Background: an optimization exercise with open tools, aiming at small area, a short achievable clock period and few clock cycles. Do not read the settings as production practice.
No functional check of the RTL was part of any run shown here.

==> flow/design.v (outline; a module is shown in full before it is edited, if it fits) <==
// module PE: 2854 lines
module PE (
	input clk,
	input rst,
	input PE_en,
	input [13-1:0] i_config,
	input [32-1:0] ifmap,
	input [32-1:0] filter,
	input [32-1:0] ipsum,
	input ifmap_valid,
	input filter_valid,
	input ipsum_valid,
	input opsum_ready,
	output reg [32-1:0] opsum,
	output reg ifmap_ready,
	output reg filter_ready,
	output reg ipsum_ready,
	output reg opsum_valid
);
  // ...
==> flow/flow/run.sh <==
#!/bin/bash
# Layout flow: the standard synthesis, then a netlist pass (fapol.py) that
# re-polarises full adders to drop the inverters synthesis leaves between them,
# then the standard ORFS layout with repair_timing asked for extra setup margin.
set -euo pipefail
RES=$PWD/orfs/results/sky130hd/PE/base
LIB=$FLOW_HOME/platforms/sky130hd/lib/sky130_fd_sc_hd__tt_025C_1v80.lib
bash standard.sh synth > synth.log 2>&1
cp $RES/1_2_yosys.v $RES/1_2_yosys.orig.v
python3 flow/fapol.py $LIB $RES/1_2_yosys.orig.v $RES/1_2_yosys.v > fapol.log 2>&1
rm -f $RES/1_synth.odb
bash standard.sh SETUP_SLACK_MARGIN=8.2 TNS_END_PERCENT=100 'BUFFER_PORTS_ARGS=-buffer_cell sky130_fd_sc_hd__buf_2' finish > standard.log 2>&1
==> flow/flow/fapol.py <==
#!/usr/bin/env python3
"""Re-polarise full adders (and simple gates) in a mapped sky130hd netlist.

A full adder is self-dual: FA(~a, ~b, ~c) = (~cout, ~sum).  Yosys' extract_fa
leaves inverters between chained fa cells.  This pass chooses, for every fa
cell, whether it computes the true or the complemented function, and for some
simple gates whether to use the cell or its complement (nand2 <-> and2, ...),
so that as few inverters as possible are needed.  It then removes every
inverter and adds back one inverter per signal whose complement is still
read.  Flip-flops, ports and all other cells keep their function and names.

usage: fapol.py LIBERTY IN.v OUT.v [report]
"""
import re, sys, random, math
from collections import defaultdict, Counter

lib, fin, fout = sys.argv[1:4]
rng = random.Random(1)

# ---- liberty: pin directions and areas
txt = open(lib).read()
pindir, AREA = {}, {}
for chunk in re.split(r'\n\s*cell\s*\(', txt)[1:]:
    nm = re.match(r'\s*"?(\w+)"?', chunk).group(1)
    am = re.search(r'area\s*:\s*([\d.]+)', chunk)
    if am:
        AREA[nm] = float(am.group(1))
    d = {}
    for pm in re.finditer(r'\bpin\s*\(\s*"?(\w+)"?\s*\)\s*\{[^{}]*?direction\s*:\s*"?(\w+)"?', chunk, re.S):
        d[pm.group(1)] = pm.group(2)
    pindir[nm] = d
INV = AREA["sky130_fd_sc_hd__inv_1"]

# ---- netlist
src = open(fin).read()
inst_re = re.compile(r'^  (sky130_fd_sc_hd__\w+)\s+(\\\S+ |\S+)\s*\((.*?)\);\n', re.M | re.S)
pin_re = re.compile(r'\.(\w+)\(\s*(\\\S+ |[^()]*?)\s*\)')
insts = []
for m in inst_re.finditer(src):
    pins = [(p, n.strip()) for p, n in pin_re.findall(m.group(3))]
    insts.append(dict(typ=m.group(1), name=m.group(2), pins=pins, span=m.span()))
if re.search(r'^\s*assign\s', src, re.M):
    sys.exit("fapol: netlist has assign statements; not handled")
outports = set()
for m in re.finditer(r'^\s*output\s+(\[(\d+):(\d+)\]\s+)?(\w+);', src, re.M):
    if m.group(1):
        hi, lo = int(m.group(2)), int(m.group(3))
        for b in range(min(hi, lo), max(hi, lo) + 1):
            outports.add(f"{m.group(4)}[{b}]")
    else:
        outports.add(m.group(4))

def is_inv(t): return re.fullmatch(r'sky130_fd_sc_hd__(inv|clkinv)_\d+', t) is not None
def is_fa(t): return re.fullmatch(r'sky130_fd_sc_hd__fa_\d+', t) is not None

driver = {}
for i, ins in enumerate(insts):
    for p, n in ins['pins']:
        if pindir[ins['typ']].get(p) == 'output' and n:
            driver[n] = (i, p)

def root(n):
    par = 0
    for _ in range(1000):
        if n in driver and is_inv(insts[driver[n][0]]['typ']):
            n = dict(insts[driver[n][0]]['pins'])['A']
            par ^= 1
        else:
            return n, par
    sys.exit("fapol: inverter loop")

cons = defaultdict(list)          # root -> [(inst or None, pin/port, parity)]
for i, ins in enumerate(insts):
    if is_inv(ins['typ']):
        continue
    for p, n in ins['pins']:
        if pindir[ins['typ']].get(p) == 'input' and n and not n.startswith("1'"):
            r, par = root(n)
            cons[r].append((i, p, par))
for n in outports:
    r, par = root(n)
    cons[r].append((None, n, par))

fas = [i for i, ins in enumerate(insts) if is_fa(ins['typ'])]
s = {i: 0 for i in fas}
fa_of_root = {}
for i in fas:
    for p, n in insts[i]['pins']:
        if p in ('SUM', 'COUT'):
            fa_of_root[n] = i
fa_inroots = defaultdict(set)
for r, lst in cons.items():
    for ci, p, par in lst:
        if ci is not None and ci in s:
            fa_inroots[ci].add(r)

COMP = {}
for a, b in [("nand2_1", "and2_1"), ("nor2_1", "or2_1"), ("xor2_1", "xnor2_1"),
             ("nand3_1", "and3_1"), ("nor3_1", "or3_1"), ("a21oi_1", "a21o_1"),
             ("o21ai_0", "o21a_1"), ("a22oi_1", "a22o_1"), ("o22ai_1", "o22a_1"),
             ("mux2i_1", "mux2_1"), ("a211oi_1", "a211o_1"), ("o211ai_1", "o211a_1"),
             ("nand4_1", "and4_1"), ("nor4_1", "or4_1"), ("a31oi_1", "a31o_1"),
             ("o31ai_1", "o31a_1")]:
    COMP["sky130_fd_sc_hd__" + a] = "sky130_fd_sc_hd__" + b
    COMP["sky130_fd_sc_hd__" + b] = "sky130_fd_sc_hd__" + a
gates = {}
for i, ins in enumerate(insts):
    if ins['typ'] in COMP:
        outs = [n for p, n in ins['pins'] if pindir[ins['typ']].get(p) == 'output']
        if len(outs) == 1 and outs[0] in cons:
            gates[i] = outs[0]
g_of_root = {n: i for i, n in gates.items()}
gs = {i: 0 for i in gates}

def pol(r):
    if r in fa_of_root: return s[fa_of_root[r]]
    if r in g_of_root: return gs[g_of_root[r]]
    return 0
def need_inv(r):
    pi = pol(r)
    for ci, p, par in cons[r]:
        if par ^ (s[ci] if (ci is not None and ci in s) else 0) != pi:
            return 1
    return 0
def affected(i):
    rs = set(fa_inroots[i])
    for p, n in insts[i]['pins']:
        if p in ('SUM', 'COUT') and n in cons:
            rs.add(n)
    return rs
def gdelta(i):
    t0 = insts[i]['typ']
    return AREA[COMP[t0]] - AREA[t0]

ninv_old = sum(1 for ins in insts if is_inv(ins['typ']))
before = sum(need_inv(r) for r in cons)

# ---- simulated annealing over fa polarities and gate types
moves = [("f", i) for i in fas] + [("g", i) for i in gates]
cur = before * INV
best_cost, best = cur, (dict(s), dict(gs))
T0, T1, N = 4.0, 0.02, 400000
for step in range(N):
    T = T0 * (T1 / T0) ** (step / N)
    kind, i = moves[rng.randrange(len(moves))]
    if kind == "f":
        rs = affected(i)
        c0 = sum(need_inv(r) for r in rs) * INV
        s[i] ^= 1
        d = sum(need_inv(r) for r in rs) * INV - c0
        if d <= 0 or rng.random() < math.exp(-d / T):
            cur += d
        else:
            s[i] ^= 1
    else:
        r = gates[i]
        c0 = need_inv(r) * INV
        gs[i] ^= 1
        d = need_inv(r) * INV + (gdelta(i) if gs[i] else -gdelta(i)) - c0
        if d <= 0 or rng.random() < math.exp(-d / T):
            cur += d
        else:
            gs[i] ^= 1
    if cur < best_cost - 1e-9:
        best_cost, best = cur, (dict(s), dict(gs))
s, gs = best
for i in gates:
    if gs[i]:
        old_t = insts[i]['typ']; new_t = COMP[old_t]
        oo = [p for p, dd in pindir[old_t].items() if dd == 'output']
        no = [p for p, dd in pindir[new_t].items() if dd == 'output']
        assert len(oo) == 1 and len(no) == 1
        insts[i]['pins'] = [((no[0] if p == oo[0] else p), n) for p, n in insts[i]['pins']]
        assert set(p for p, n in insts[i]['pins']) <= set(pindir[new_t]), (old_t, new_t)
        insts[i]['typ'] = new_t
after = sum(need_inv(r) for r in cons)

# ---- rebuild
def fmt(n):
    return n.rstrip() + ' ' if n.startswith('\\') else n
newinv, newwires = {}, []
def phys(r, want):
    if want == pol(r):
        return r
    if r not in newinv:
        k = len(newinv)
        newinv[r] = f"fapol_n{k}"
        newwires.append((f"fapol_inv{k}", r, f"fapol_n{k}"))
    return newinv[r]
newpins = {}
for r, lst in cons.items():
    for ci, p, par in lst:
        req = par ^ (s[ci] if (ci is not None and ci in s) else 0)
        newpins[(ci, p)] = phys(r, req)

out, pos = [], 0
for i, ins in enumerate(insts):
    a, b = ins['span']
    out.append(src[pos:a]); pos = b
    if is_inv(ins['typ']):
        continue
    pins = [(p, newpins.get((i, p), n)) for p, n in ins['pins']]
    body = ",\n".join(f"    .{p}({fmt(n)})" for p, n in pins)
    out.append(f"  {ins['typ']} {ins['name']} (\n{body}\n  );\n")
tail = src[pos:]
extra = []
for n in sorted(outports):
    pn = newpins[(None, n)]
    if pn != n:
        extra.append(f"  sky130_fd_sc_hd__buf_1 fapol_obuf{len(extra)} (\n    .A({fmt(pn)}),\n    .X({n})\n  );\n")
decl = "".join(f"  wire {w};\n" for _, _, w in newwires)
invs = "".join(f"  sky130_fd_sc_hd__inv_1 {nm} (\n    .A({fmt(r)}),\n    .Y({w})\n  );\n" for nm, r, w in newwires)
res = "".join(out)
hdr_end = res.index(');\n') + 3
res = res[:hdr_end] + decl + res[hdr_end:]
tail = tail.replace("endmodule", invs + "".join(extra) + "endmodule", 1)
open(fout, "w").write(res + tail)
print(f"fapol: {len(fas)} fa cells, {sum(s.values())} flipped; {sum(gs.values())} gates swapped; "
      f"inverters {ninv_old} -> {len(newwires)}, port buffers {len(extra)}; area change "
      f"{(len(newwires) - ninv_old) * INV + sum(gdelta(i) * 0 for i in gates):.0f} um2 (inverters only)")
if len(sys.argv) > 4:
    c = Counter()
    for nm, r, w in newwires:
        t = (insts[driver[r][0]]['typ'][18:] + "." + driver[r][1]) if r in driver else "port"
        kinds = Counter(insts[ci]['typ'][18:] if ci is not None else 'port' for ci, p, par in cons[r])
        c[(t, tuple(sorted(kinds)))] += 1
    for k, v in c.most_common(15): print(v, k)
==> flow/standard.sh <==
#!/bin/bash
# synth_recipe.tcl (not shown) runs the flow's synth.tcl, then flattens the netlist and writes it again
# the make line also repeats each setting of config.mk as NAME=value (left out here)
make -C /OpenROAD-flow-scripts/flow DESIGN_CONFIG=/design/flow/config.mk WORK_HOME=/design/flow/orfs CLKGATE_MAP_FILE= SYNTH_SCRIPT=/design/flow/synth_recipe.tcl "${@:-finish}"
==> flow/config.mk <==
export PLATFORM = sky130hd
export DESIGN_NAME = PE
export DESIGN_NICKNAME = PE
export VERILOG_FILES = /design/flow/design.v
export SDC_FILE = /design/flow/constraint.sdc
export NUM_CORES = 8
export LEC_CHECK = 0
export CAP_MARGIN = 20
export CORE_MARGIN = 2
export CORE_UTILIZATION = 40
export CTS_CLUSTER_DIAMETER = 80
export CTS_CLUSTER_SIZE = 30
export SLEW_MARGIN = 20
==> flow/constraint.sdc <==
create_clock -name core_clock -period 12.0 [get_ports {clk}]
set_input_delay 2.4000 -clock core_clock [delete_from_list [all_inputs] [get_ports {clk}]]
set_output_delay 2.4000 -clock core_clock [all_outputs]
set_load 0.01 [all_outputs]
==> flow_summary.yaml, run 1 <==
run_status:
  status: "finished clean"
finish:
  regArea_um2: 26480
  fin_nets: 5313
  largest_cell_class: "multi-input gates"
  inv_count: 271
  largest_reg_flops: 384
  clk_share: 0.03158
  fill_cells: 12080
  areaGrowthSynthToFinish_pct: 15.54
yosys:
  synth_area_um2: 55000
cts:
  clkLatencyLatePin_ns: 0.74
  postCtsHoldBufs: 0
  post-cts-setup-buffers: 150
worst_setup_path:
  slowest_stage: "a221o_1"
  critical_path_arrival_ns: 4.38
  critPathMaxStageDelay_ns: 0.28
  crit_required_ns: 12.55
  cp_num_buf_inv: 5
  r2r_cells: 8
detailed_routing:
  drc: 0
  met2_length_um: 82000
  post_drt_wl_per_cell_um: 29.61
  top_layer_used: "met5"
timing:
  timing.final.ws_setup_ns: 8.168
  slew_violations: 0
min_path:
  worst_hold_path.endpoint: "cb_2_0"
floorplan:
  die-area_um2: 140500
  io_pins: 152
==> inputs of run 2 (changes only) <==
--- a/flow/design.v
+++ b/flow/design.v
@@ -39,53 +39,51 @@
 reg [383:0] fmem;
 reg [2:0] kw;      
 reg [1:0] fr;      
 reg fdone;         
 wire [1:0] e_rs = busy ? crs : i_config[11:10];
 wire [1:0] e_p = busy ? cp : i_config[8:7];
 wire f_rowlast = (fr == e_rs);
 wire f_last = f_rowlast & (kw[1:0] == e_p);
-reg [11:0] fwen;
-always @(*) begin
-	for (i = 0; i < 12; i = i + 1)
-		fwen[i] = f_fire && kw[1:0] == i / 3 && fr == i % 3;
-end
 always @(posedge clk) begin
 	for (i = 0; i < 12; i = i + 1)
-		if (fwen[i])
+		if (f_fire && kw[1:0] == i / 3 && fr == i % 3)
 			fmem[i*32 +: 32] <= filter;
 end
 always @(posedge clk or posedge rst) begin
 	if (rst) begin
-		kw <= 3'd0; fr <= 2'd0; fdone <= 1'b0; filter_ready <= 1'b0;
+		kw <= 3'd0; fr <= 2'd0; fdone <= 1'b0; filter_ready <= 1'b0; kwd <= 3'd0;
 	end else if (job_end) begin
-		kw <= 3'd0; fr <= 2'd0; fdone <= 1'b0; filter_ready <= 1'b1;
+		kw <= 3'd0; fr <= 2'd0; fdone <= 1'b0; filter_ready <= 1'b1; kwd <= 3'd0;
 	end else if (f_fire) begin
+		kwd <= kw;
 		fr <= f_rowlast ? 2'd0 : fr + 2'd1;
 		if (f_rowlast) kw <= kw + 3'd1;
 		if (f_last) fdone <= 1'b1;
 		filter_ready <= !f_last;
 	end else begin
 		filter_ready <= !fdone;
+		kwd <= kw;
 	end
 end
 reg [31:0] q0, q1, q2, q3;
 reg [2:0] nq;
 reg [4:0] ci;      
 reg [1:0] ki;      
 reg idone;         
 reg [3:0] sk0;     
 reg sk1, sk2, sk3;
 reg [11:0] xen;    
 wire [1:0] nout_m1 = cdw ? cq : cp;
 wire last_in_col = (ki == nout_m1);
 wire last_col = (ci == ccol);
 wire win_ok = (nq > {1'b0, crs}) & (!last_in_col | last_col | !cst | (nq >= 3'd2));
-wire filt_ok = cdw ? (kw != 3'd0) : (kw > {1'b0, ki});
+reg [2:0] kwd;     
+wire filt_ok = cdw ? (kwd != 3'd0) : (kwd > {1'b0, ki});
 wire fin_ok = !(last_in_col & last_col) | fdone;
 wire can_issue = busy & !idone & win_ok & filt_ok & fin_ok;
 wire issue = can_issue & adv;
 wire pop = issue & last_in_col & !last_col;
 wire [2:0] nq_pop = pop ? (nq - {2'b0, cst} - 3'd1) : nq;
 wire [31:0] iword = ifmap ^ 32'h80808080;
 always @(posedge clk) begin
 	if (i_fire && nq_pop == 3'd0) q0 <= iword; else if (pop) q0 <= cst ? q2 : q1;
@@ -98,20 +96,23 @@
 wire np_next = (np & !c_go) | p_fire;
 wire vB_next = adv ? vA : vB;
 wire sfull_next = !o_take & (sfull | c_go);
 wire c_go_next = vB_next & np_next & !sfull_next;
 wire adv_n = !vB_next | c_go_next;
 wire [1:0] ki_n = issue ? (last_in_col ? 2'd0 : ki + 2'd1) : ki;
 wire [4:0] ci_n = (issue & last_in_col & !last_col) ? ci + 5'd1 : ci;
 wire idone_n = idone | (issue & last_in_col & last_col);
+wire fdone_n = fdone | (f_fire & f_last);
 wire lic_n = (ki_n == nout_m1);
 wire lc_n = (ci_n == ccol);
+wire win_ok_n = (nq_next > {1'b0, crs}) & (!lic_n | lc_n | !cst | (nq_next >= 3'd2));
 wire filt_ok_n = cdw ? (kw != 3'd0) : (kw > {1'b0, ki_n});
-wire pop_n = busy & !job_end & !idone_n & filt_ok_n & adv_n & lic_n & !lc_n;
+wire fin_ok_n = !(lic_n & lc_n) | fdone_n;
+wire pop_n = busy & !job_end & !idone_n & win_ok_n & filt_ok_n & fin_ok_n & adv_n & lic_n & !lc_n;
 always @(posedge clk or posedge rst) begin
 	if (rst) begin
 		nq <= 3'd0; ifmap_ready <= 1'b0;
 	end else if (job_end) begin
 		nq <= 3'd0; ifmap_ready <= 1'b1;
 	end else begin
 		nq <= nq_next;
 		ifmap_ready <= (nq_next != 3'd4) | pop_n;
@@ -136,17 +137,20 @@
 		sk0 <= 4'd0; sk1 <= 1'b0; sk2 <= 1'b0; sk3 <= 1'b0; xen <= 12'd0;
 	end else begin
 		if (PE_en && !busy) begin
 			busy <= 1'b1;
 			cdw <= i_config[12]; crs <= i_config[11:10]; cst <= i_config[9];
 			cp <= i_config[8:7]; ccol <= i_config[6:2]; cq <= i_config[1:0];
 		end
 		sk0 <= sk0_n; sk1 <= sk1_n; sk2 <= sk2_n; sk3 <= sk3_n;
-		xen <= xen_n;
+		if (PE_en && !busy) begin
+			for (i = 0; i < 12; i = i + 1)
+				xen[i] <= (i / 4 <= i_config[11:10]) & (i_config[12] | (i % 4 <= i_config[1:0]));
+		end
 		if (job_end) begin
 			busy <= 1'b0; ci <= 5'd0; ki <= 2'd0; idone <= 1'b0;
 		end else if (issue) begin
 			if (last_in_col) begin
 				ki <= 2'd0;
 				if (last_col) idone <= 1'b1; else ci <= ci + 5'd1;
 			end else begin
 				ki <= ki + 2'd1;
@@ -168,25 +172,21 @@
 			olast <= sfull ? slast : lB;
 			sfull <= 1'b0;
 		end else if (c_go) begin
 			sfull <= 1'b1;
 			slast <= lB;
 		end
 	end
 end
-reg [11:0] xen_n;
 reg [3:0] sk0_n;
 reg sk1_n, sk2_n, sk3_n;
 always @(*) begin
 	sk0_n = sk0; sk1_n = sk1; sk2_n = sk2; sk3_n = sk3;
-	xen_n = xen;
 	if (PE_en && !busy) begin
-		for (i = 0; i < 12; i = i + 1)
-			xen_n[i] = (i / 4 <= i_config[11:10]) & (i_config[12] | (i % 4 <= i_config[1:0]));
 		sk0_n = i_config[12] ? 4'b0001 : 4'b1111; sk1_n = 1'b0; sk2_n = 1'b0; sk3_n = 1'b0;
 	end else if (issue) begin
 		if (cdw) begin
 			sk0_n = last_in_col ? 4'b0001 : {sk0[2:0], 1'b0};
 		end else begin
 			sk0_n = {4{last_in_col}};
 			sk1_n = !last_in_col & (ki == 2'd0);
 			sk2_n = !last_in_col & (ki == 2'd1);
@@ -196,30 +196,31 @@
 end
 wire [7:0] fs00, fs01, fs02, fs03, fs10, fs11, fs12, fs13, fs20, fs21, fs22, fs23;
 wire [7:0] xs00, xs01, xs02, xs03, xs10, xs11, xs12, xs13, xs20, xs21, xs22, xs23;
 reg [95:0] fsr;
 integer fr_i, fc_i;
 always @(posedge clk) begin
 	for (fr_i = 0; fr_i < 3; fr_i = fr_i + 1)
 		for (fc_i = 0; fc_i < 4; fc_i = fc_i + 1)
-			fsr[fr_i*32 + fc_i*8 +: 8] <= {8{xen_n[fr_i*4 + fc_i]}} & (
-				  ({8{sk0_n[fc_i] & !fwen[0*3 + fr_i]}} & fmem[(0*3 + fr_i)*32 + fc_i*8 +: 8])
-				| ({8{sk1_n & !fwen[1*3 + fr_i]}} & fmem[(1*3 + fr_i)*32 + fc_i*8 +: 8])
-				| ({8{sk2_n & !fwen[2*3 + fr_i]}} & fmem[(2*3 + fr_i)*32 + fc_i*8 +: 8])
-				| ({8{sk3_n & !fwen[3*3 + fr_i]}} & fmem[(3*3 + fr_i)*32 + fc_i*8 +: 8])
-				| ({8{(sk0_n[fc_i] & fwen[0*3 + fr_i]) | (sk1_n & fwen[1*3 + fr_i])
-				    | (sk2_n & fwen[2*3 + fr_i]) | (sk3_n & fwen[3*3 + fr_i])}} & filter[fc_i*8 +: 8]));
+			fsr[fr_i*32 + fc_i*8 +: 8] <=
+				  ({8{sk0_n[fc_i]}} & fmem[(0*3 + fr_i)*32 + fc_i*8 +: 8])
+				| ({8{sk1_n}} & fmem[(1*3 + fr_i)*32 + fc_i*8 +: 8])
+				| ({8{sk2_n}} & fmem[(2*3 + fr_i)*32 + fc_i*8 +: 8])
+				| ({8{sk3_n}} & fmem[(3*3 + fr_i)*32 + fc_i*8 +: 8]);
 end
 assign {fs03, fs02, fs01, fs00} = fsr[31:0];
 assign {fs13, fs12, fs11, fs10} = fsr[63:32];
 assign {fs23, fs22, fs21, fs20} = fsr[95:64];
-assign {xs03, xs02, xs01, xs00} = q0;
-assign {xs13, xs12, xs11, xs10} = q1;
-assign {xs23, xs22, xs21, xs20} = q2;
+wire [31:0] xm0 = q0 & {{8{xen[3]}}, {8{xen[2]}}, {8{xen[1]}}, {8{xen[0]}}};
+wire [31:0] xm1 = q1 & {{8{xen[7]}}, {8{xen[6]}}, {8{xen[5]}}, {8{xen[4]}}};
+wire [31:0] xm2 = q2 & {{8{xen[11]}}, {8{xen[10]}}, {8{xen[9]}}, {8{xen[8]}}};
+assign {xs03, xs02, xs01, xs00} = xm0;
+assign {xs13, xs12, xs11, xs10} = xm1;
+assign {xs23, xs22, xs21, xs20} = xm2;
 reg ca_0_0;
 reg ca_0_1;
 reg ca_1_0;
 reg ca_2_0;
 reg ca_2_1;
 reg ca_3_0;
 reg ca_3_1;
 reg ca_3_2;
@@ -334,46 +335,60 @@
 reg ca_17_0;
 reg cb_0_0;
 reg cb_0_1;
 reg cb_1_0;
 reg cb_2_0;
 reg cb_2_1;
 reg cb_3_0;
 reg cb_3_1;
+reg cb_3_2;
 reg cb_4_0;
 reg cb_4_1;
+reg cb_4_2;
 reg cb_5_0;
 reg cb_5_1;
+reg cb_5_2;
 reg cb_6_0;
 reg cb_6_1;
+reg cb_6_2;
 reg cb_7_0;
 reg cb_7_1;
+reg cb_7_2;
 reg cb_8_0;
 reg cb_8_1;
+reg cb_8_2;
 reg cb_9_0;
 reg cb_9_1;
+reg cb_9_2;
 reg cb_10_0;
 reg cb_10_1;
+reg cb_10_2;
 reg cb_11_0;
 reg cb_11_1;
+reg cb_11_2;
 reg cb_12_0;
 reg cb_12_1;
+reg cb_12_2;
 reg cb_13_0;
 reg cb_13_1;
+reg cb_13_2;
 reg cb_14_0;
 reg cb_14_1;
+reg cb_14_2;
 reg cb_15_0;
 reg cb_15_1;
+reg cb_15_2;
 reg cb_16_0;
 reg cb_16_1;
+reg cb_16_2;
 reg cb_17_0;
 reg cb_17_1;
+reg cb_17_2;
 reg cb_18_0;
-reg cb_18_1;
 wire t_1 = fs00[0] & xs00[0];
 wire t_2 = fs00[0] & xs00[1];
 wire t_3 = fs00[0] & xs00[2];
 wire t_4 = fs00[0] & xs00[3];
 wire t_5 = fs00[0] & xs00[4];
 wire t_6 = fs00[0] & xs00[5];
 wire t_7 = fs00[0] & xs00[6];
 wire t_8 = ~(fs00[0] & xs00[7]);
@@ -2588,85 +2603,85 @@
 wire t_2217 = t_2185 ^ t_2187 ^ t_2182;
 wire t_2218 = (t_2185 & t_2187) | (t_2185 & t_2182) | (t_2187 & t_2182);
 wire t_2219 = t_2189 ^ t_2191 ^ t_2186;
 wire t_2220 = (t_2189 & t_2191) | (t_2189 & t_2186) | (t_2191 & t_2186);
 wire t_2221 = ca_16_3 ^ t_2193 ^ t_2190;
 wire t_2222 = (ca_16_3 & t_2193) | (ca_16_3 & t_2190) | (t_2193 & t_2190);
 wire t_2223 = ca_17_0 ^ 1'b1;
 wire t_2224 = ca_17_0 & 1'b1;
-wire t_2225 = ca_3_2 ^ ca_3_3;
-wire t_2226 = ca_3_2 & ca_3_3;
-wire t_2227 = ca_4_3 ^ t_2197 ^ t_2196;
-wire t_2228 = (ca_4_3 & t_2197) | (ca_4_3 & t_2196) | (t_2197 & t_2196);
-wire t_2229 = t_2151 ^ t_2199 ^ t_2198;
-wire t_2230 = (t_2151 & t_2199) | (t_2151 & t_2198) | (t_2199 & t_2198);
-wire t_2231 = t_2152 ^ t_2201 ^ t_2200;
-wire t_2232 = (t_2152 & t_2201) | (t_2152 & t_2200) | (t_2201 & t_2200);
-wire t_2233 = t_2156 ^ t_2203 ^ t_2202;
-wire t_2234 = (t_2156 & t_2203) | (t_2156 & t_2202) | (t_2203 & t_2202);
-wire t_2235 = t_2160 ^ t_2205 ^ t_2204;
-wire t_2236 = (t_2160 & t_2205) | (t_2160 & t_2204) | (t_2205 & t_2204);
-wire t_2237 = t_2164 ^ t_2207 ^ t_2206;
-wire t_2238 = (t_2164 & t_2207) | (t_2164 & t_2206) | (t_2207 & t_2206);
-wire t_2239 = t_2168 ^ t_2209 ^ t_2208;
-wire t_2240 = (t_2168 & t_2209) | (t_2168 & t_2208) | (t_2209 & t_2208);
-wire t_2241 = t_2172 ^ t_2211 ^ t_2210;
-wire t_2242 = (t_2172 & t_2211) | (t_2172 & t_2210) | (t_2211 & t_2210);
-wire t_2243 = t_2176 ^ t_2213 ^ t_2212;
-wire t_2244 = (t_2176 & t_2213) | (t_2176 & t_2212) | (t_2213 & t_2212);
-wire t_2245 = t_2180 ^ t_2215 ^ t_2214;
-wire t_2246 = (t_2180 & t_2215) | (t_2180 & t_2214) | (t_2215 & t_2214);
-wire t_2247 = t_2184 ^ t_2217 ^ t_2216;
-wire t_2248 = (t_2184 & t_2217) | (t_2184 & t_2216) | (t_2217 & t_2216);
-wire t_2249 = t_2188 ^ t_2219 ^ t_2218;
-wire t_2250 = (t_2188 & t_2219) | (t_2188 & t_2218) | (t_2219 & t_2218);
-wire t_2251 = t_2192 ^ t_2221 ^ t_2220;
-wire t_2252 = (t_2192 & t_2221) | (t_2192 & t_2220) | (t_2221 & t_2220);
-wire t_2253 = t_2194 ^ t_2223 ^ t_2222;
-wire t_2254 = (t_2194 & t_2223) | (t_2194 & t_2222) | (t_2223 & t_2222);
 wire [31:0] sum_a, sum_b;
+wire t_2225 = cb_3_0 ^ cb_3_1;
+wire t_2226 = cb_3_0 & cb_3_1;
+wire t_2227 = cb_4_0 ^ cb_4_1 ^ cb_4_2;
+wire t_2228 = (cb_4_0 & cb_4_1) | (cb_4_0 & cb_4_2) | (cb_4_1 & cb_4_2);
+wire t_2229 = cb_5_0 ^ cb_5_1 ^ cb_5_2;
+wire t_2230 = (cb_5_0 & cb_5_1) | (cb_5_0 & cb_5_2) | (cb_5_1 & cb_5_2);
+wire t_2231 = cb_6_0 ^ cb_6_1 ^ cb_6_2;
+wire t_2232 = (cb_6_0 & cb_6_1) | (cb_6_0 & cb_6_2) | (cb_6_1 & cb_6_2);
+wire t_2233 = cb_7_0 ^ cb_7_1 ^ cb_7_2;
+wire t_2234 = (cb_7_0 & cb_7_1) | (cb_7_0 & cb_7_2) | (cb_7_1 & cb_7_2);
+wire t_2235 = cb_8_0 ^ cb_8_1 ^ cb_8_2;
+wire t_2236 = (cb_8_0 & cb_8_1) | (cb_8_0 & cb_8_2) | (cb_8_1 & cb_8_2);
+wire t_2237 = cb_9_0 ^ cb_9_1 ^ cb_9_2;
+wire t_2238 = (cb_9_0 & cb_9_1) | (cb_9_0 & cb_9_2) | (cb_9_1 & cb_9_2);
+wire t_2239 = cb_10_0 ^ cb_10_1 ^ cb_10_2;
+wire t_2240 = (cb_10_0 & cb_10_1) | (cb_10_0 & cb_10_2) | (cb_10_1 & cb_10_2);
+wire t_2241 = cb_11_0 ^ cb_11_1 ^ cb_11_2;
+wire t_2242 = (cb_11_0 & cb_11_1) | (cb_11_0 & cb_11_2) | (cb_11_1 & cb_11_2);
+wire t_2243 = cb_12_0 ^ cb_12_1 ^ cb_12_2;
+wire t_2244 = (cb_12_0 & cb_12_1) | (cb_12_0 & cb_12_2) | (cb_12_1 & cb_12_2);
+wire t_2245 = cb_13_0 ^ cb_13_1 ^ cb_13_2;
+wire t_2246 = (cb_13_0 & cb_13_1) | (cb_13_0 & cb_13_2) | (cb_13_1 & cb_13_2);
+wire t_2247 = cb_14_0 ^ cb_14_1 ^ cb_14_2;
+wire t_2248 = (cb_14_0 & cb_14_1) | (cb_14_0 & cb_14_2) | (cb_14_1 & cb_14_2);
+wire t_2249 = cb_15_0 ^ cb_15_1 ^ cb_15_2;
+wire t_2250 = (cb_15_0 & cb_15_1) | (cb_15_0 & cb_15_2) | (cb_15_1 & cb_15_2);
+wire t_2251 = cb_16_0 ^ cb_16_1 ^ cb_16_2;
+wire t_2252 = (cb_16_0 & cb_16_1) | (cb_16_0 & cb_16_2) | (cb_16_1 & cb_16_2);
+wire t_2253 = cb_17_0 ^ cb_17_1 ^ cb_17_2;
+wire t_2254 = (cb_17_0 & cb_17_1) | (cb_17_0 & cb_17_2) | (cb_17_1 & cb_17_2);
 wire t_2255 = cb_0_0 ^ cb_0_1;
 wire t_2256 = cb_0_0 & cb_0_1;
 wire t_2257 = cb_1_0 ^ p0[1];
 wire t_2258 = cb_1_0 & p0[1];
 wire t_2259 = cb_2_0 ^ cb_2_1 ^ p0[2];
 wire t_2260 = (cb_2_0 & cb_2_1) | (cb_2_0 & p0[2]) | (cb_2_1 & p0[2]);
-wire t_2261 = cb_3_0 ^ cb_3_1 ^ p0[3];
-wire t_2262 = (cb_3_0 & cb_3_1) | (cb_3_0 & p0[3]) | (cb_3_1 & p0[3]);
-wire t_2263 = cb_4_0 ^ cb_4_1 ^ p0[4];
-wire t_2264 = (cb_4_0 & cb_4_1) | (cb_4_0 & p0[4]) | (cb_4_1 & p0[4]);
-wire t_2265 = cb_5_0 ^ cb_5_1 ^ p0[5];
-wire t_2266 = (cb_5_0 & cb_5_1) | (cb_5_0 & p0[5]) | (cb_5_1 & p0[5]);
-wire t_2267 = cb_6_0 ^ cb_6_1 ^ p0[6];
-wire t_2268 = (cb_6_0 & cb_6_1) | (cb_6_0 & p0[6]) | (cb_6_1 & p0[6]);
-wire t_2269 = cb_7_0 ^ cb_7_1 ^ p0[7];
-wire t_2270 = (cb_7_0 & cb_7_1) | (cb_7_0 & p0[7]) | (cb_7_1 & p0[7]);
-wire t_2271 = cb_8_0 ^ cb_8_1 ^ p0[8];
-wire t_2272 = (cb_8_0 & cb_8_1) | (cb_8_0 & p0[8]) | (cb_8_1 & p0[8]);
-wire t_2273 = cb_9_0 ^ cb_9_1 ^ p0[9];
-wire t_2274 = (cb_9_0 & cb_9_1) | (cb_9_0 & p0[9]) | (cb_9_1 & p0[9]);
-wire t_2275 = cb_10_0 ^ cb_10_1 ^ p0[10];
-wire t_2276 = (cb_10_0 & cb_10_1) | (cb_10_0 & p0[10]) | (cb_10_1 & p0[10]);
-wire t_2277 = cb_11_0 ^ cb_11_1 ^ p0[11];
-wire t_2278 = (cb_11_0 & cb_11_1) | (cb_11_0 & p0[11]) | (cb_11_1 & p0[11]);
-wire t_2279 = cb_12_0 ^ cb_12_1 ^ p0[12];
-wire t_2280 = (cb_12_0 & cb_12_1) | (cb_12_0 & p0[12]) | (cb_12_1 & p0[12]);
-wire t_2281 = cb_13_0 ^ cb_13_1 ^ p0[13];
-wire t_2282 = (cb_13_0 & cb_13_1) | (cb_13_0 & p0[13]) | (cb_13_1 & p0[13]);
-wire t_2283 = cb_14_0 ^ cb_14_1 ^ p0[14];
-wire t_2284 = (cb_14_0 & cb_14_1) | (cb_14_0 & p0[14]) | (cb_14_1 & p0[14]);
-wire t_2285 = cb_15_0 ^ cb_15_1 ^ p0[15];
-wire t_2286 = (cb_15_0 & cb_15_1) | (cb_15_0 & p0[15]) | (cb_15_1 & p0[15]);
-wire t_2287 = cb_16_0 ^ cb_16_1 ^ p0[16];
-wire t_2288 = (cb_16_0 & cb_16_1) | (cb_16_0 & p0[16]) | (cb_16_1 & p0[16]);
-wire t_2289 = cb_17_0 ^ cb_17_1 ^ p0[17];
-wire t_2290 = (cb_17_0 & cb_17_1) | (cb_17_0 & p0[17]) | (cb_17_1 & p0[17]);
-wire t_2291 = cb_18_0 ^ cb_18_1 ^ p0[18];
-wire t_2292 = (cb_18_0 & cb_18_1) | (cb_18_0 & p0[18]) | (cb_18_1 & p0[18]);
+wire t_2261 = cb_3_2 ^ p0[3] ^ t_2225;
+wire t_2262 = (cb_3_2 & p0[3]) | (cb_3_2 & t_2225) | (p0[3] & t_2225);
+wire t_2263 = p0[4] ^ t_2227 ^ t_2226;
+wire t_2264 = (p0[4] & t_2227) | (p0[4] & t_2226) | (t_2227 & t_2226);
+wire t_2265 = p0[5] ^ t_2229 ^ t_2228;
+wire t_2266 = (p0[5] & t_2229) | (p0[5] & t_2228) | (t_2229 & t_2228);
+wire t_2267 = p0[6] ^ t_2231 ^ t_2230;
+wire t_2268 = (p0[6] & t_2231) | (p0[6] & t_2230) | (t_2231 & t_2230);
+wire t_2269 = p0[7] ^ t_2233 ^ t_2232;
+wire t_2270 = (p0[7] & t_2233) | (p0[7] & t_2232) | (t_2233 & t_2232);
+wire t_2271 = p0[8] ^ t_2235 ^ t_2234;
+wire t_2272 = (p0[8] & t_2235) | (p0[8] & t_2234) | (t_2235 & t_2234);
+wire t_2273 = p0[9] ^ t_2237 ^ t_2236;
+wire t_2274 = (p0[9] & t_2237) | (p0[9] & t_2236) | (t_2237 & t_2236);
+wire t_2275 = p0[10] ^ t_2239 ^ t_2238;
+wire t_2276 = (p0[10] & t_2239) | (p0[10] & t_2238) | (t_2239 & t_2238);
+wire t_2277 = p0[11] ^ t_2241 ^ t_2240;
+wire t_2278 = (p0[11] & t_2241) | (p0[11] & t_2240) | (t_2241 & t_2240);
+wire t_2279 = p0[12] ^ t_2243 ^ t_2242;
+wire t_2280 = (p0[12] & t_2243) | (p0[12] & t_2242) | (t_2243 & t_2242);
+wire t_2281 = p0[13] ^ t_2245 ^ t_2244;
+wire t_2282 = (p0[13] & t_2245) | (p0[13] & t_2244) | (t_2245 & t_2244);
+wire t_2283 = p0[14] ^ t_2247 ^ t_2246;
+wire t_2284 = (p0[14] & t_2247) | (p0[14] & t_2246) | (t_2247 & t_2246);
+wire t_2285 = p0[15] ^ t_2249 ^ t_2248;
+wire t_2286 = (p0[15] & t_2249) | (p0[15] & t_2248) | (t_2249 & t_2248);
+wire t_2287 = p0[16] ^ t_2251 ^ t_2250;
+wire t_2288 = (p0[16] & t_2251) | (p0[16] & t_2250) | (t_2251 & t_2250);
+wire t_2289 = p0[17] ^ t_2253 ^ t_2252;
+wire t_2290 = (p0[17] & t_2253) | (p0[17] & t_2252) | (t_2253 & t_2252);
+wire t_2291 = cb_18_0 ^ p0[18] ^ t_2254;
+wire t_2292 = (cb_18_0 & p0[18]) | (cb_18_0 & t_2254) | (p0[18] & t_2254);
 wire t_2293 = p0[19] ^ 1'b1;
 wire t_2294 = p0[19] & 1'b1;
 wire t_2295 = p0[20] ^ 1'b1;
 wire t_2296 = p0[20] & 1'b1;
 wire t_2297 = p0[21] ^ 1'b1;
 wire t_2298 = p0[21] & 1'b1;
 wire t_2299 = p0[22] ^ 1'b1;
 wire t_2300 = p0[22] & 1'b1;
@@ -2810,45 +2825,59 @@
 		ca_16_2 <= t_1974;
 		ca_16_3 <= t_1975;
 		ca_17_0 <= t_1976;
 		cb_0_0 <= ca_0_0;
 		cb_0_1 <= ca_0_1;
 		cb_1_0 <= ca_1_0;
 		cb_2_0 <= ca_2_0;
 		cb_2_1 <= ca_2_1;
-		cb_3_0 <= t_2195;
-		cb_3_1 <= t_2225;
-		cb_4_0 <= t_2227;
-		cb_4_1 <= t_2226;
-		cb_5_0 <= t_2229;
-		cb_5_1 <= t_2228;
-		cb_6_0 <= t_2231;
-		cb_6_1 <= t_2230;
-		cb_7_0 <= t_2233;
-		cb_7_1 <= t_2232;
-		cb_8_0 <= t_2235;
-		cb_8_1 <= t_2234;
-		cb_9_0 <= t_2237;
-		cb_9_1 <= t_2236;
-		cb_10_0 <= t_2239;
-		cb_10_1 <= t_2238;
-		cb_11_0 <= t_2241;
-		cb_11_1 <= t_2240;
-		cb_12_0 <= t_2243;
-		cb_12_1 <= t_2242;
-		cb_13_0 <= t_2245;
-		cb_13_1 <= t_2244;
-		cb_14_0 <= t_2247;
-		cb_14_1 <= t_2246;
-		cb_15_0 <= t_2249;
-		cb_15_1 <= t_2248;
-		cb_16_0 <= t_2251;
-		cb_16_1 <= t_2250;
-		cb_17_0 <= t_2253;
-		cb_17_1 <= t_2252;
+		cb_3_0 <= ca_3_2;
+		cb_3_1 <= ca_3_3;
+		cb_3_2 <= t_2195;
+		cb_4_0 <= ca_4_3;
+		cb_4_1 <= t_2197;
+		cb_4_2 <= t_2196;
+		cb_5_0 <= t_2151;
+		cb_5_1 <= t_2199;
+		cb_5_2 <= t_2198;
+		cb_6_0 <= t_2152;
+		cb_6_1 <= t_2201;
+		cb_6_2 <= t_2200;
+		cb_7_0 <= t_2156;
+		cb_7_1 <= t_2203;
+		cb_7_2 <= t_2202;
+		cb_8_0 <= t_2160;
+		cb_8_1 <= t_2205;
+		cb_8_2 <= t_2204;
+		cb_9_0 <= t_2164;
+		cb_9_1 <= t_2207;
+		cb_9_2 <= t_2206;
+		cb_10_0 <= t_2168;
+		cb_10_1 <= t_2209;
+		cb_10_2 <= t_2208;
+		cb_11_0 <= t_2172;
+		cb_11_1 <= t_2211;
+		cb_11_2 <= t_2210;
+		cb_12_0 <= t_2176;
+		cb_12_1 <= t_2213;
+		cb_12_2 <= t_2212;
+		cb_13_0 <= t_2180;
+		cb_13_1 <= t_2215;
+		cb_13_2 <= t_2214;
+		cb_14_0 <= t_2184;
+		cb_14_1 <= t_2217;
+		cb_14_2 <= t_2216;
+		cb_15_0 <= t_2188;
+		cb_15_1 <= t_2219;
+		cb_15_2 <= t_2218;
+		cb_16_0 <= t_2192;
+		cb_16_1 <= t_2221;
+		cb_16_2 <= t_2220;
+		cb_17_0 <= t_2194;
+		cb_17_1 <= t_2223;
+		cb_17_2 <= t_2222;
 		cb_18_0 <= t_2224;
-		cb_18_1 <= t_2254;
 	end
 	if (o_take) opsum <= sfull ? sk_o : result;
 	if (!o_take && c_go) sk_o <= result;
 end
 endmodule
==> flow/flow/run.sh (replaced) <==
#!/bin/bash
# Layout flow: the standard synthesis, then a netlist pass (fapol.py) that
# re-polarises full adders to drop the inverters synthesis leaves between them,
# then the standard ORFS layout with repair_timing asked for extra setup margin.
set -euo pipefail
RES=$PWD/orfs/results/sky130hd/PE/base
LIB=$FLOW_HOME/platforms/sky130hd/lib/sky130_fd_sc_hd__tt_025C_1v80.lib
bash standard.sh synth > synth.log 2>&1
cp $RES/1_2_yosys.v $RES/1_2_yosys.orig.v
python3 flow/fapol.py $LIB $RES/1_2_yosys.orig.v $RES/1_2_yosys.v > fapol.log 2>&1
rm -f $RES/1_synth.odb
bash standard.sh SETUP_SLACK_MARGIN=8 TNS_END_PERCENT=100 finish > standard.log 2>&1
==> flow/config.mk (replaced) <==
export PLATFORM = sky130hd
export DESIGN_NAME = PE
export DESIGN_NICKNAME = PE
export VERILOG_FILES = /design/flow/design.v
export SDC_FILE = /design/flow/constraint.sdc
export NUM_CORES = 8
export LEC_CHECK = 0
export CAP_MARGIN = 20
export CORE_MARGIN = 2
export CORE_UTILIZATION = 40
export SLEW_MARGIN = 20
==> flow_summary.yaml, run 2 <==
min_path:
  worstHoldStart: "ca_2_1"
  hold_path_class: "reg2reg"
global_routing:
  overflow: 0
  antenna_found_initial: 11
  gr-usage-all-layers: 0.2504
  grt_pass1_wl_um: 251300
  grt_max_degree: 77
  grt_pass1_vias: 35380
cts:
  cts.htree.levels: 3
  postCtsHoldBufs: 0
  clk_pin_slew_ns: 0.06
  cts_made_buffers: 97
  clock_sinks: 937
  cts-root-buf: "clkbuf_16"
  cts_buffer_depth: 3
  cts_tree: "yes"
  clkLatencyLatePin_ns: 0.74
yosys:
  syn_inst: 3839
  yosysWarningCount: 1
  postSynthAreaPerCell_um2: 14.36
  synth_area_um2: 55130
  synthesis.nets: 4769
floorplan:
  die_h_um: 375.3
  dieWidth_um: 375.3
  io_pins: 152
  floorplan.initialDensity: 0.4020
  num_rows: 136
  die-area_um2: 140800
  core_area_um2: 137200
placement:
  port_buffers: 151
  placed_area_um2: 58740
  dp_hpwl_um: 133600
  place_ws_ns: 6.678
  routabilityCongestion: 1.027
detailed_routing:
  routed_wl_um: 180200
  dr.first_iter.drc_count: 4402
  dr.pass1.iters: 7
  avgViaCountPerCell: 5.908
  drc: 0
  post_drt_wl_per_cell_um: 30.40
  ant_nets: 0
  vias: 35010
finish:
  drive_gt1_frac: 0.1327
  finish.instance_area_um2: 63930
  areaGrowthSynthToFinish_pct: 15.95
  top_regs: "fmem: 384 flops, fsr: 96 flops"
  fill_cells: 12020
  final_cell_mix: "776 x edfxtp_1, 729 x fa_1, 431 x and3_1, 327 x nand2_1, 277 x nand3_1"
  final_common_cell: "edfxtp_1"
  fin_nets: 4978
  largest_register: "fmem"
  fin_util: 0.4661
  largest_reg_flops: 384
timing:
  slew_headroom: 0.2301
  skew_ns: 0.05587
  worst_pin_slew_ns: 1.155
  hold_violations: 0
  slew_violations: 0
  timing.final.ws_setup_ns: 7.982
  fin_crit_ns: 4.018
  timing.fmax_mhz: 248.9
  finalSetupTns_ns: 0
  setup_viol: 0
  rsz0062_at_grt: "true"
  fin_crit_sh: 0.3349
worst_setup_path:
  critical_path.startpoint: "fsr[28]"
  cp_max_fo: 8
  worst_setup_path_start_kind: "register"
  crit_required_ns: 12.43
  end_kind: "register"
  critical_path_arrival_ns: 4.44
  critical_path_class: "reg2reg"
  r2r-start: "fsr[28]"
job:
  drv_cap: 0
run_status:
  status: "finished clean"
[run 2: worst max-delay path, stage by stage (launching register included)]
cell	delay (ns)
dfxtp_1	0.84
and3_1	0.30
fa_1	0.49
fa_1	0.59
fa_1	0.49
fa_1	0.56
fa_1	0.44
[run 2: layout make-up]
class,count,area [um2],area share
Inverter,150,573.1,0.008964
Tap cell,1794,2245,0.03511
Sequential cell,937,26890,0.4206
Timing Repair inverter,2,10.01,0.0001566
Timing Repair Buffer,293,3478,0.05441
Antenna cell,3,7.507,0.0001174
Clock buffer,137,2699,0.04222
Multi-Input combinational cell,2567,27440,0.4293
Clock inverter,44,584.3,0.009140
[run 2: per-stage QoR]
stage / hold WS, ns / cells
after floorplan: 0.4003 / 3839
after global placement: 0.4065 / 5638
after detailed placement: 0.4045 / 5640
after CTS: 0.4152 / 5863
after global routing: 0.4219 / 5924
final: 0.4190 / 5927
[run 2: timing repair]
item | CTS | global route
gates resized for setup | 89 | 91
gates cloned | 4 | 13
setup buffers | 38 | 48
pin swaps | 6 | 22
endpoints found under the setup margin | 509 | 314
[run 2: final timing paths]
check / to / slack, ns / depth (start not counted)
worst max register to register: ca_6_5 / 7.98 / 6
min in group asynchronous: slast / 2.31 / 3
max in group asynchronous: xen[5] / 8.99 / 3
worst max-delay path: ca_6_5 / 7.98 / 6
worst min-delay path: cb_2_1 / 0.42 / 0
worst min register to register: cb_2_1 / 0.42 / 0
[run 2: per-layer routing]
layer	wire length, um	vias up	track usage
li1	-	14210	-
met1	69650	18270	0.3336
met2	81320	2034	0.3912
met3	19890	497	0.06665
met4	9267	6	0.09904
met5	45	-	0
==> inputs of run 3 (changes only) <==
--- a/flow/flow/run.sh
+++ b/flow/flow/run.sh
@@ -9,4 +9,4 @@
 cp $RES/1_2_yosys.v $RES/1_2_yosys.orig.v
 python3 flow/fapol.py $LIB $RES/1_2_yosys.orig.v $RES/1_2_yosys.v > fapol.log 2>&1
 rm -f $RES/1_synth.odb
-bash standard.sh SETUP_SLACK_MARGIN=8 TNS_END_PERCENT=100 finish > standard.log 2>&1
+bash standard.sh SETUP_SLACK_MARGIN=7.8 TNS_END_PERCENT=100 finish > standard.log 2>&1
==> flow_summary.yaml, run 3 <==
worst_setup_path:
  critical_path_class: "reg2reg"
  cp_top_family: "adder cells"
  r2r_cells: 7
  cp_max_fo: 8
  critical_path_arrival_ns: 4.74
  crit_chain: "nand3_1 -> fa_1 -> fa_1 -> inv_1 -> fa_1 -> fa_1 -> fa_1"
  worst_setup_path_start_kind: "register"
  end_kind: "register"
  crit_required_ns: 12.46
  cp_num_buf_inv: 1
  slowest_stage: "dfxtp_1"
  critPathMaxStageDelay_ns: 0.98
  crit_top_cell: "fa_1"
  cp.depth: 7
cts:
  cts_made_buffers: 97
  clock_sinks: 937
  cts-root-buf: "clkbuf_16"
  cts_tree: "yes"
  clkLatencyLatePin_ns: 0.75
  cts_buffer_depth: 3
  clk_pin_slew_ns: 0.06
  cts.htree.levels: 3
detailed_routing:
  dr.first_iter.drc_count: 4074
  dr.pass1.iters: 9
  avgViaCountPerCell: 5.856
  drc: 0
  vias: 34180
  ant_nets: 0
  routed_wl_um: 175700
  post_drt_wl_per_cell_um: 30.10
floorplan:
  dieWidth_um: 375.3
  floorplan.initialDensity: 0.4020
  io_pins: 152
  die_h_um: 375.3
  die-area_um2: 140800
  num_rows: 136
  core_area_um2: 137200
timing:
  fin_crit_sh: 0.3563
  timing.fmax_mhz: 233.9
  worst_pin_slew_ns: 1.081
  hold_violations: 0
  slew_violations: 0
  slew_headroom: 0.2791
  fin_crit_ns: 4.275
  finalSetupTns_ns: 0
  skew_ns: 0.06716
  setup_viol: 0
  rsz0062_at_grt: "true"
finish:
  top_regs: "fmem: 384 flops, fsr: 96 flops"
  finalNonFillerCells: 5837
  fin_nets: 4885
  fill_cells: 12210
  areaGrowthSynthToFinish_pct: 12.92
  drive_gt1_frac: 0.09708
  largest_register: "fmem"
  final_cell_mix: "776 x edfxtp_1, 749 x fa_1, 431 x and3_1, 328 x nand2_1, 277 x nand3_1"
  largest_reg_flops: 384
  finish.instance_area_um2: 62260
  fin_util: 0.4539
  final_common_cell: "edfxtp_1"
yosys:
  syn_inst: 3839
  yosysWarningCount: 1
  synth_area_um2: 55130
  synthesis.nets: 4769
  postSynthAreaPerCell_um2: 14.36
global_routing:
  grt_pass1_wl_um: 252800
  gr-usage-all-layers: 0.2510
  antenna_found_initial: 16
  grt_pass1_vias: 35320
  overflow: 0
  grt_max_degree: 79
placement:
  dp_hpwl_um: 133300
  dp_cells: 5635
  placed_area_um2: 58650
  routabilityCongestion: 1.030
  port_buffers: 151
min_path:
  hold-path-cell-count: 0
  hold_path_class: "reg2reg"
run_status:
  status: "finished clean"
job:
  drv_cap: 0
## run 3: timing repair
action                                  in CTS  in global routing
resized for setup                           39                 40
endpoints found under the setup margin     405                227
gates cloned                                 4                  1
hold buffers                                 0                  0
buffers inserted                             2                  7
pin swaps                                    3                  3
## run 3: metrics by stage
| stage | setup WS (ns) | hold WS, ns |
|---|---|---|
| detailed placement | 6.617 | 0.4099 |
| CTS | 7.768 | 0.4142 |
| global placement | 6.685 | 0.4029 |
| global route | 7.755 | 0.4259 |
| finish | 7.725 | 0.4223 |
| floorplan | 6.660 | 0.4003 |
## run 3: final timing paths
path | startpoint | endpoint | slack (ns)
setup / recovery | fsr[44] | ca_6_6 | 7.72
hold / removal | ca_2_1 | cb_2_1 | 0.42
setup reg to reg | fsr[44] | ca_6_6 | 7.72
hold reg to reg | ca_2_1 | cb_2_1 | 0.42
max in group asynchronous | rst | xen[4] | 9.01
min in group asynchronous | rst | vA | 2.24
## run 3: area by class of cell
class                   instances  area (um2)  area share
flip-flops and latches        937       26860      0.4314
clock inverters                48       573.1    0.009205
repair buffers                199        2007     0.03224
repair inverters                1       5.005  0.00008039
clock buffers                 134        2656     0.04267
multi-input cells            2569       27330      0.4390
well taps                    1794        2245     0.03605
inverters                     150       569.3    0.009144
diodes                          5       12.51   0.0002010
## run 3: layer usage
layer | GRT usage | part of all wire | vias to the layer above
li1 | - | - | 14030
met5 | 0 | 0.00035 | -
met4 | 0.1045 | 0.047 | 8
met2 | 0.3855 | 0.45 | 1868
met1 | 0.3400 | 0.41 | 17790
met3 | 0.06428 | 0.10 | 484

==> re-timing with driven ports <==
In the flow no input, the clock included, has a driving cell. The finished layouts below were timed again as built, in two steps.
Step 1 sets driving cells, clkbuf_16 on the clock port and buf_2 on the other inputs (assumed; they add their load-dependent delay and slew).
Step 2 moves the port delays by t, midway between the first and last clock arrival at a register: inputs arrive t later, outputs are due t later. That takes back most of the time a late clock gives input paths.
Slacks: ideal ports / drivers / drivers and shift; pairs: ideal ports / drivers.
| run | t, ns | setup WS [ns] | worst setup path at the end | worst slew at a driven data input, ns | cell pins on the clock port's net |
|---|---|---|---|---|---|
| run 1 | 0.771 | 8.168 / 8.168 / 7.437 | input to register | 0.07 | 1 |
| run 2 | 0.796 | 7.982 / 7.982 / 7.287 | input to register | 0.15 | 1 |
| run 3 | 0.795 | 7.725 / 7.725 / 7.168 | input to register | 0.15 | 1 |
After both steps setup and hold are still met in every run listed. The setup slack of run 1, which loses most, moves by 0.000 ns with the drivers and by -0.731 ns with both steps.
